This design comes from an exercise in tuning for small area, a short achievable clock period and few clock cycles on the open sky130 flow, not from production work.
In this exercise RTL edits were held to simulation tests only and were not proved equivalent to the original.
Power figures rest on the tool's default switching activity, not on a simulated workload.

Design processor_16b, start of the top module:
module processor_16b(
input clk, rst,
input [15:0] din,
output [15:0] dataout, address,
output [7:0] status,
output mem_wr
    );
    reg        exe;             
    reg        dv;              
    reg        mv;              
    reg [15:0] pc;              
    reg [15:0] ir;
    reg [15:0] opa, opb;        
    reg        fN, fZ, fC;
    reg [16:0] acc;             
    reg [15:0] quo;             
    reg [3:0]  cnt;             
    reg        d_ua;            
    reg        d_ub;            
    reg        d_wr;            
    reg        d_cal;           
    reg        d_ill;           
    function legal_f;
        input [15:0] w;
        legal_f = (w[15:12] == 4'b0100) && (w[11:7] <= 5'd17);
    endfunction
    wire [2:0] wa = ir[8:6];
    wire [4:0] k  = ir[11:7];
    wire legal = legal_f(ir);
    wire op_add = legal && k == 5'd0;
    wire op_sub = legal && k == 5'd1;
    wire op_mul = legal && k == 5'd2;
    wire op_div = legal && k == 5'd4;
    wire op_inc = legal && k == 5'd5;
    wire op_dec = legal && k == 5'd6;
    wire op_and = legal && k == 5'd7;
    wire op_or  = legal && k == 5'd8;
    wire op_xor = legal && k == 5'd9;
    wire op_not = legal && k == 5'd10;
    wire op_ld  = legal && k == 5'd11;
    wire op_st  = legal && k == 5'd12;
    wire op_cal = legal && k == 5'd16;
    wire op_ret = legal && k == 5'd17;
    wire op_br  = legal && (k == 5'd13 || k == 5'd14 || k == 5'd15);
    wire [15:0] a = opa;
    wire [15:0] b = opb;
    wire        subm = op_sub || op_div;
    wire [15:0] yb   = op_inc ? 16'h0000 : op_dec ? 16'hFFFF : subm ? ~b : b;
    function [16:0] radd;
        input [15:0] x, y;
        input        ci;
        integer i;
        reg c;
        begin
            c = ci;
            for (i = 0; i < 16; i = i + 1) begin
                radd[i] = x[i] ^ y[i] ^ c;
                c = (x[i] & y[i]) | (c & (x[i] ^ y[i]));
            end
            radd[16] = c;
        end
    endfunction
    function [8:0] radd8;
        input [7:0] x, y;
  ...
Size: ~1900 cells after synthesis, about 230 flip-flops, roughly 17000 sq um of cells after synthesis.
==> flow/config.mk <==
export PLATFORM = sky130hd
export DESIGN_NAME = processor_16b
export DESIGN_NICKNAME = processor_16b
export VERILOG_FILES = /design/flow/design.v
export SDC_FILE = /design/flow/constraint.sdc
export NUM_CORES = 4
export LEC_CHECK = 0
export CAP_MARGIN = 20
export CORE_MARGIN = 2
export CORE_UTILIZATION = 55
export CTS_BUF_LIST = sky130_fd_sc_hd__clkbuf_16
export CTS_CLUSTER_DIAMETER = 80
export CTS_CLUSTER_SIZE = 25
export PLACE_DENSITY = 0.7
export SLEW_MARGIN = 20
==> flow/constraint.sdc <==
create_clock -name core_clock -period 50.0 [get_ports {clk}]
set_input_delay 10.0000 -clock core_clock [delete_from_list [all_inputs] [get_ports {clk}]]
set_output_delay 10.0000 -clock core_clock [all_outputs]
set_load 0.01 [all_outputs]
standard.sh (not shown) runs the stock make flow with config.mk's settings and CLKGATE_MAP_FILE= SYNTH_SCRIPT=/design/flow/synth_recipe.tcl, a recipe that flattens the netlist after the stock synthesis.
==> flow/flow/run.sh <==
#!/bin/bash
# The standard layout, unchanged except that repair_timing is asked to
# leave a setup margin, so that the paths that set the achieved period (bus
# outputs, din inputs, ALU) are sized and buffered for a short period rather
# than only for the 50 ns clock. The SDC, clock period and every other step
# are the standard ones.
set -euo pipefail
bash standard.sh SETUP_SLACK_MARGIN=38 finish > standard.log 2>&1
Testbench counts at the start, summed over its fixed seeds: cycles 29,935.
Then changed:
==> flow/flow/run.sh (replaced) <==
#!/bin/bash
# The standard layout, with two changes in how it is made:
#  - repair_timing is asked to leave a setup margin, so that the paths that
#    set the achieved period (bus outputs, din inputs, ALU) are sized and
#    buffered for a short period rather than only for the 50 ns clock;
#  - every port still gets its buffer, but a plain buf_2 is asked for rather
#    than the delay cells the port buffering otherwise picks.
# The SDC, clock period, synthesis and every other step are the standard ones.
set -euo pipefail
bash standard.sh SETUP_SLACK_MARGIN=38 "BUFFER_PORTS_ARGS=-buffer_cell sky130_fd_sc_hd__buf_2" finish > standard.log 2>&1
Result:
- The new run finished with timing, DRC and antenna clean
- critical path depth grows by 1
- utilization shrinks by 2.0 points
- via count shrinks by about 0.65%
- clock skew shrinks by 0.012 ns
- power shrinks by 0.34%
- area after synthesis is unchanged
- worst setup slack gains 0.052 ns
- final area shrinks by 3.2%
- wire length shrinks by 1.6%
- sequential power barely changes
- cell count shrinks by about 1.1%

==> static timing again, ports no longer ideal <==
The flow's constraints put no driver on any port. The routed layouts listed below were extracted and timed again, unchanged, in two steps. Step 1, drivers: a clkbuf_16 drives clk and a buf_2 each remaining input, both assumed. Step 2 also shifts input and output timing later by t, the mid clock arrival at the registers, as if the neighbouring blocks saw the same clock. Three values: ideal ports, drivers, drivers and shift; two values: the first two.
run | t, ns | slack for setup (ns) | worst setup path at the end | latest minus earliest clock arrival (ns)
the first run | 0.561 | 38.011 / 37.960 / 37.583 | input to register | 0.044 / 0.043
the second run | 0.562 | 38.063 / 38.015 / 37.943 | input to register | 0.031 / 0.032
After both steps setup and hold are still met in every run listed. For the first run, which loses most, drivers alone change the setup slack by -0.051 ns; drivers and shift together by -0.428 ns.
